What follows belongs to an exercise in optimizing a design on an open flow for a short achievable clock period and few clock cycles; a production flow would make more cautious choices. Power and IR drop assume default switching activity.

==> job 3849: inputs <==
## mario_cpu
module mario_cpu (
	input clock, reset,
	input up_button, down_button, left_button, right_button,
	input [15:0] mem_rdata,
	output [15:0] mem_addr,
	output [15:0] mem_wdata,
	output mem_we
);
export LEC_CHECK = 0
export CAP_MARGIN = 20
export CORE_MARGIN = 2
export CORE_UTILIZATION = 40
export SLEW_MARGIN = 20
export SYNTH_HIERARCHICAL = 1
export SYNTH_MINIMUM_KEEP_SIZE = 0
export TNS_END_PERCENT = 100
create_clock -name core_clock -period 9.0 [get_ports {clock}]
standard.sh (not shown) runs the stock make flow with config.mk's settings and CLKGATE_MAP_FILE= SYNTH_SCRIPT=/design/flow/synth_recipe.tcl, a recipe that flattens the netlist after the stock synthesis.
==> flow/flow/run.sh <==
#!/bin/bash
# The standard layout (bash standard.sh), with extra make settings from
# flow/args.txt: a setup margin that makes repair_timing work below the
# clock period, and the like. Each tool's output goes to its log under orfs/logs;
# make's own output goes to standard_flow.log.
set -euo pipefail
mapfile -t ARGS < <(grep -v '^#' flow/args.txt | grep -v '^$')
bash standard.sh "${ARGS[@]}" finish > standard_flow.log 2>&1
==> flow/flow/args.txt <==
SETUP_SLACK_MARGIN=6.5
ADDER_MAP_FILE=
==> job 9565 (differences from job 3849) <==
==> flow/design.v (replaced) <==
module ks_pg (input a, b, output gn, pn, x);
assign gn = ~(a & b);
assign pn = ~(a | b);
assign x  = a ^ b;
endmodule
module ks_nt (input gh, ph, gl, pl, output gn, pn);
assign gn = ~(gh | (ph & gl));
assign pn = ~(ph & pl);
endmodule
module ks_ni (input ghn, phn, gln, pln, output g, p);
assign g = ~(ghn & (phn | gln));
assign p = ~(phn | pln);
endmodule
module ks_inv (input a, output y);
assign y = ~a;
endmodule
module ks_xor (input a, b, output y);
assign y = a ^ b;
endmodule
module alu_add (
	input  [15:0] a, b,
	input         ci,
	output [15:0] s,
	output        co
);
wire [16:0] g0n, p0n;    
wire [15:0] x;
genvar i;
assign g0n[0] = ~ci;
assign p0n[0] = 1'b1;     
generate
	for (i = 0; i < 16; i = i + 1) begin : pg
		ks_pg u (.a(a[i]), .b(b[i]), .gn(g0n[i+1]), .pn(p0n[i+1]), .x(x[i]));
	end
endgenerate
wire [16:0] g1, p1;
generate
	for (i = 0; i < 17; i = i + 1) begin : l1
		if (i >= 1) begin : n
			ks_ni u (.ghn(g0n[i]), .phn(p0n[i]), .gln(g0n[i-1]), .pln(p0n[i-1]), .g(g1[i]), .p(p1[i]));
		end else begin : t
			ks_inv ug (.a(g0n[i]), .y(g1[i]));
			assign p1[i] = 1'b0;
		end
	end
endgenerate
wire [16:0] g2n, p2n;
generate
	for (i = 0; i < 17; i = i + 1) begin : l2
		if (i >= 2) begin : n
			ks_nt u (.gh(g1[i]), .ph(p1[i]), .gl(g1[i-2]), .pl(p1[i-2]), .gn(g2n[i]), .pn(p2n[i]));
		end else begin : t
			ks_inv ug (.a(g1[i]), .y(g2n[i]));
			ks_inv up (.a(p1[i]), .y(p2n[i]));
		end
	end
endgenerate
wire [16:0] g3, p3;
generate
	for (i = 0; i < 17; i = i + 1) begin : l3
		if (i >= 4) begin : n
			ks_ni u (.ghn(g2n[i]), .phn(p2n[i]), .gln(g2n[i-4]), .pln(p2n[i-4]), .g(g3[i]), .p(p3[i]));
		end else begin : t
			ks_inv ug (.a(g2n[i]), .y(g3[i]));
			ks_inv up (.a(p2n[i]), .y(p3[i]));
		end
	end
endgenerate
wire [16:0] g4n, p4n;
generate
	for (i = 0; i < 17; i = i + 1) begin : l4
		if (i >= 8) begin : n
			ks_nt u (.gh(g3[i]), .ph(p3[i]), .gl(g3[i-8]), .pl(p3[i-8]), .gn(g4n[i]), .pn(p4n[i]));
		end else begin : t
			ks_inv ug (.a(g3[i]), .y(g4n[i]));
			ks_inv up (.a(p3[i]), .y(p4n[i]));
		end
	end
endgenerate
wire [16:0] g5;
generate
	for (i = 0; i < 17; i = i + 1) begin : l5
		if (i >= 16) begin : n
			wire unused_p;
			ks_ni u (.ghn(g4n[i]), .phn(p4n[i]), .gln(g4n[i-16]), .pln(p4n[i-16]), .g(g5[i]), .p(unused_p));
		end else begin : t
			ks_inv ug (.a(g4n[i]), .y(g5[i]));
		end
	end
endgenerate
generate
	for (i = 0; i < 16; i = i + 1) begin : sum
		ks_xor u (.a(x[i]), .b(g5[i]), .y(s[i]));
	end
endgenerate
assign co = g5[16];
endmodule
module mario_cpu (
	input clock, reset,
	input up_button, down_button, left_button, right_button,
	input [15:0] mem_rdata,
	output [15:0] mem_addr,
	output [15:0] mem_wdata,
	output mem_we
);
reg [15:0] MA;            
reg        MAd;           
reg        WE;            
reg [15:0] WD;            
reg        vD;            
reg [15:0] pcD;           
reg [15:0] LFA;           
reg        vE;            
reg [15:0] pcE, pcE1;     
reg [7:0]  dispE;         
reg [15:0] A, B;          
reg [3:0]  Bs;            
reg [15:0] AD;            
reg        fA, fB, fS;    
reg [15:0] RES, RESB;     
reg        RESv;          
reg [3:0]  RESd;
reg [3:0]  dE;            
reg [15:0] csel;          
reg        predE;         
reg        predD;         
reg        LBv;           
reg [15:0] LBpc, LBtgt;
reg [4:0]  FL;            
reg        ci;            
reg        ld1, ld2;      
reg [3:0]  ld1d, ld2d;
reg        hzE;           
reg [255:0] rf;
reg isLD, isST, isJ, isBR, isWAIT, isB1, isB2, isALU;
reg o_add, o_sub, o_cin, o_cmp, o_cmpu, o_and, o_or, o_xor, o_lsh, o_rsh, o_bad;
reg f_zf;
assign mem_addr  = MA;
assign mem_we    = WE;
assign mem_wdata = WD;
wire cond = |(csel & {1'b0, 1'b1, FL[0] | FL[1], ~FL[0] & ~FL[1], FL[3] | FL[1], ~FL[3] & ~FL[1],
                      ~FL[2], FL[2], ~FL[0], FL[0], ~FL[3], FL[3], ~FL[4], FL[4], ~FL[1], FL[1]});
wire exe    = vE & ~hzE;
wire [15:0] BTE = pcE + {{8{dispE[7]}}, dispE};
wire br_tk  = isBR & cond;
wire br_fix = exe & (br_tk ^ predE);
wire j_tk   = exe & isJ & cond;
wire e_rep  = vE & (hzE | isWAIT);      
wire e_redir = br_fix | j_tk | e_rep;
wire memE   = exe & (isLD | isST);
wire early  = e_redir | memE;
wire [15:0] early_val = (j_tk | memE) ? ADe : e_rep ? pcE : br_tk ? BTE : pcE1;
wire [15:0] Ae  = fA ? RES : A;
wire [15:0] Be  = fB ? RESB : B;
wire [3:0]  Bse = fB ? RES[3:0] : Bs;
wire [15:0] ADe = fS ? RES : AD;
wire [15:0] S16;
wire [16:0] S;
alu_add add (.a(Ae), .b(Be), .ci(ci), .s(S16), .co(S[16]));
assign S[15:0] = S16;
wire [15:0] sp = Ae ^ Be;
wire [15:0] st = Ae | Be;
wire zero = &(sp ~^ {st[14:0], ci});
wire shbig = |Be[15:4];
wire ovf  = (Ae[15] == Be[15]) & (S16[15] != Ae[15]);
wire lt   = o_cmpu ? ~S[16] : (S16[15] ^ ovf);
wire [15:0] shl = shbig ? 16'd0 : Ae << Bse;
wire [15:0] shr = shbig ? 16'd0 : Ae >> Bse;
wire [15:0] res =
	({16{o_add | o_sub}} & S16) |
	({16{o_cmp | o_cmpu}} & Ae) |
	({16{o_and}} & (Ae & Be)) |
	({16{o_or}}  & (Ae | Be)) |
	({16{o_xor}} & (Ae ^ Be)) |
	({16{o_lsh}} & shl) |
	({16{o_rsh}} & shr) |
	({16{isB1}}  & {14'd0, ~up_button, ~down_button}) |
	({16{isB2}}  & {~left_button, {15{~right_button}}});
wire [4:0] fl_new = o_bad ? 5'b11111 :
	{o_sub & ~S[16],
	 (o_cmp | o_cmpu) & lt,
	 f_zf & ovf,
	 (f_zf | o_cmp | o_cmpu) & zero,
	 (o_cmp | o_cmpu) & ~lt & ~zero};
wire wr_e = exe & (isALU | isB1 | isB2);
wire [15:0] w = mem_rdata;
wire [3:0] op = w[15:12], ext = w[7:4], wd = w[11:8], ws = w[3:0];
wire n_isLD = (op == 4'h4) & (ext == 4'h0);
wire n_isST = (op == 4'h4) & (ext == 4'h4);
wire n_isJ  = (op == 4'h4) & (ext == 4'hC);
wire n_isBR = (op == 4'hC);
wire n_isWAIT = (op == 4'h0) & (ext == 4'h0);
wire n_isB1 = (op == 4'h0) & (ext == 4'h4);
wire n_isB2 = (op == 4'h0) & (ext == 4'h8);
wire n_isALU = ~(n_isLD | n_isST | n_isJ | n_isBR | n_isWAIT | n_isB1 | n_isB2);
wire r0 = (op == 4'h0);
wire [3:0] key = r0 ? ext : op;
wire kok = ~r0 ? ((op != 4'h4) & (op != 4'h8) & (op != 4'hC) & (op != 4'hD) & (op != 4'hE)) : 1'b1;
wire n_add  = kok & ((key == 4'h5) | (key == 4'h6) | (key == 4'h7));
wire n_sub  = kok & ((key == 4'h9) | (key == 4'hA));
wire n_cin  = kok & ((key == 4'h7) | (key == 4'hA));
wire n_cmp  = kok & (key == 4'hB);
wire n_cmpu = kok & (key == 4'hF);
wire n_and  = kok & (key == 4'h1);
wire n_or   = kok & (key == 4'h2);
wire n_xor  = kok & (key == 4'h3);
wire n_sh   = (op == 4'h8) & ~ext[3];
wire n_lsh  = n_sh & ~ext[0];
wire n_rsh  = n_sh & ext[0];
wire n_bad  = n_isALU & ~(n_add | n_sub | n_cmp | n_cmpu | n_and | n_or | n_xor | n_sh);
wire n_zf   = kok & ((key == 4'h5) | (key == 4'h7) | (key == 4'h9) | (key == 4'hA));
wire imm8   = op[1] | op[0];
wire imm4   = (op == 4'h8) & (ext[3:2] == 2'b00);
wire n_mem  = n_isLD | n_isST;
wire d_ok = vD & ~e_redir;                         
wire ldE  = exe & isLD;
wire use_d = ~(n_isBR | n_isJ | n_isWAIT | n_isLD);
wire use_s = ~(n_isBR | n_isWAIT | n_isB1 | n_isB2 | imm8 | imm4);
wire hz   = (ldE & ((use_d & (wd == dE)) | (use_s & (ws == dE)))) |
            (ld1 & ((use_d & (wd == ld1d)) | (use_s & (ws == ld1d))));
wire [15:0] rd_d = rf[16*wd +: 16];
wire [15:0] rd_s = rf[16*ws +: 16];
wire [15:0] va = (RESv & (RESd == wd)) ? RES : rd_d;
wire [15:0] vs = (RESv & (RESd == ws)) ? RES : rd_s;
wire fw_d = wr_e & (dE == wd);
wire fw_s = wr_e & (dE == ws);
wire [15:0] vb = imm8 ? {8'd0, w[7:0]} : imm4 ? {12'd0, ws} : vs;
wire inv_b = n_sub | n_cmp | n_cmpu;
wire c4 = (exe & isALU) ? fl_new[4] : FL[4];
wire ci_n = inv_b ? ~(n_cin & c4) : (n_cin & c4);
wire hit = LBv & (LFA == LBpc);
wire [15:0] seq = hit ? LBtgt : LFA + 16'd1;
wire [15:0] ma_n = early ? early_val : seq;
wire vd_n = ~MAd & ~e_redir;
always @(posedge clock, negedge reset) begin
	if (!reset) begin
		MA <= 16'd0; LFA <= 16'd0; MAd <= 1'b0; WE <= 1'b0; WD <= 16'd0; hzE <= 1'b0; vD <= 1'b0; pcD <= 16'd0;
		vE <= 1'b0; pcE <= 16'd0; pcE1 <= 16'd0; dispE <= 8'd0;
		A <= 16'd0; B <= 16'd0; fA <= 1'b0; fB <= 1'b0; fS <= 1'b0; RES <= 16'd0; RESB <= 16'd0; RESv <= 1'b0; RESd <= 4'd0; Bs <= 4'd0; AD <= 16'd0; dE <= 4'd0; csel <= 16'd0; predE <= 1'b0; predD <= 1'b0; LBv <= 1'b0; LBpc <= 16'd0; LBtgt <= 16'd0;
		FL <= 5'd0; ci <= 1'b0; ld1 <= 1'b0; ld1d <= 4'd0; ld2 <= 1'b0; ld2d <= 4'd0;
		isLD <= 1'b0; isST <= 1'b0; isJ <= 1'b0; isBR <= 1'b0; isWAIT <= 1'b0;
		isB1 <= 1'b0; isB2 <= 1'b0; isALU <= 1'b0;
		o_add <= 1'b0; o_sub <= 1'b0; o_cin <= 1'b0; o_cmp <= 1'b0; o_cmpu <= 1'b0;
		o_and <= 1'b0; o_or <= 1'b0; o_xor <= 1'b0; o_lsh <= 1'b0; o_rsh <= 1'b0; o_bad <= 1'b0;
		f_zf <= 1'b0;
	end else begin
		MA <= ma_n;
		if (!memE) LFA <= ma_n;
		MAd <= memE;
		WE <= memE & isST;
		WD <= Ae;
		vD <= vd_n;
		pcD <= MA;
		ld1 <= ldE;
		ld1d <= dE;
		ld2 <= ld1;
		ld2d <= ld1d;
		if (exe & isALU) FL <= fl_new;
		vE <= d_ok;
		hzE <= hz;
		pcE <= pcD;
		pcE1 <= pcD + 16'd1;
		dispE <= w[7:0];
		A <= va;
		B <= vb ^ {16{inv_b}};
		fA <= fw_d;
		fB <= fw_s & ~(imm8 | imm4);
		fS <= fw_s;
		RES <= res;
		RESB <= res ^ {16{inv_b}};
		RESv <= wr_e;
		RESd <= dE;
		Bs <= vb[3:0];
		if (n_mem | n_isJ) AD <= vs;
		ci <= ci_n;
		dE <= wd;
		csel <= 16'd1 << wd;
		predD <= hit;
		predE <= predD;
		if (exe & br_tk & dispE[7]) begin
			LBv <= 1'b1;
			LBpc <= pcE;
			LBtgt <= BTE;
		end
		isLD <= n_isLD; isST <= n_isST; isJ <= n_isJ; isBR <= n_isBR; isWAIT <= n_isWAIT;
		isB1 <= n_isB1; isB2 <= n_isB2; isALU <= n_isALU;
		o_add <= n_add; o_sub <= n_sub; o_cin <= n_cin; o_cmp <= n_cmp; o_cmpu <= n_cmpu;
		o_and <= n_and; o_or <= n_or; o_xor <= n_xor; o_lsh <= n_lsh; o_rsh <= n_rsh; o_bad <= n_bad;
		f_zf <= n_zf;
	end
end
genvar g;
generate
	for (g = 0; g < 16; g = g + 1) begin : regs
		always @(posedge clock, negedge reset) begin
			if (!reset) rf[16*g +: 16] <= 16'd0;
			else if (RESv & (RESd == g)) rf[16*g +: 16] <= RES;
			else if (ld2 & (ld2d == g)) rf[16*g +: 16] <= mem_rdata;
		end
	end
endgenerate
endmodule
==> notes.md <==
| metric | job 9565 | job 3849 |
|---|---|---|
| DRT iter0 DRCs | 3483 | 3610 |
| Status | no timing/DRC/antenna violations | no timing/DRC/antenna violations |
| Metal1 wirelength | 48800 um | 52000 um |
| Total setup buffers inserted after CTS | 228 | 225 |
| Vias in the first global route | 27000 | 27800 |
| Clk Latency, worst-skew pair | 0.67 ns | 0.70 ns |
| Multi-input gate share of the layout cell area | 0.458 | 0.485 |
| Worst EP arrival | 3.75 ns | 3.70 ns |
| Maximum single-stage delay on the critical path | 0.54 ns | 0.65 ns |
| Fin Clk Skew | 0.0302 ns | 0.0594 ns |
| Power in sequential cells | 4.41 mW | 4.21 mW |
| Final setup margin | 5.77 ns | 5.83 ns |
| Non-filler instance count after layout | 4556 | 4750 |
| Summed instance area of the synthesized netlist | 32400 um^2 | 34600 um^2 |
| Number of vias after detailed routing | 28100 | 29200 |
| Endpoint of the most critical setup path | B[6] | RESB[2] |
| Worst reg-to-reg path cell count | 15 | 10 |
| Placed cell area | 34300 um^2 | 36000 um^2 |
No run of this note included a check of the RTL's function; only the layout flow was run.

==> static timing again, ports no longer ideal <==
The results above use ideal ports. As a check the final layouts listed here were re-extracted and re-timed, cells and wires unchanged. Step 1 sets driving cells, clkbuf_16 on the clock port and buf_2 on the other inputs (assumed; they add their load-dependent delay and slew). Step 2, shift: input delay + t, output delay - t, t = (earliest + latest rising clock arrival at the registers) / 2. This alone moves slack from input paths to output paths. Three values: ideal, step 1, step 2; two values: the first two.
| run | shift t [ns] | setup slack, ns | slew at the worst register clock pin (ns) |
|---|---|---|---|
| job 3849 | 0.737 | 5.830 / 5.563 / 4.826 | 0.07 / 0.07 |
| job 9565 | 0.726 | 5.775 / 5.511 / 4.785 | 0.07 / 0.07 |
After both steps setup and hold are still met in every run listed. The setup slack of job 3849, which loses most, moves by -0.267 ns with the drivers and by -1.004 ns with both steps.
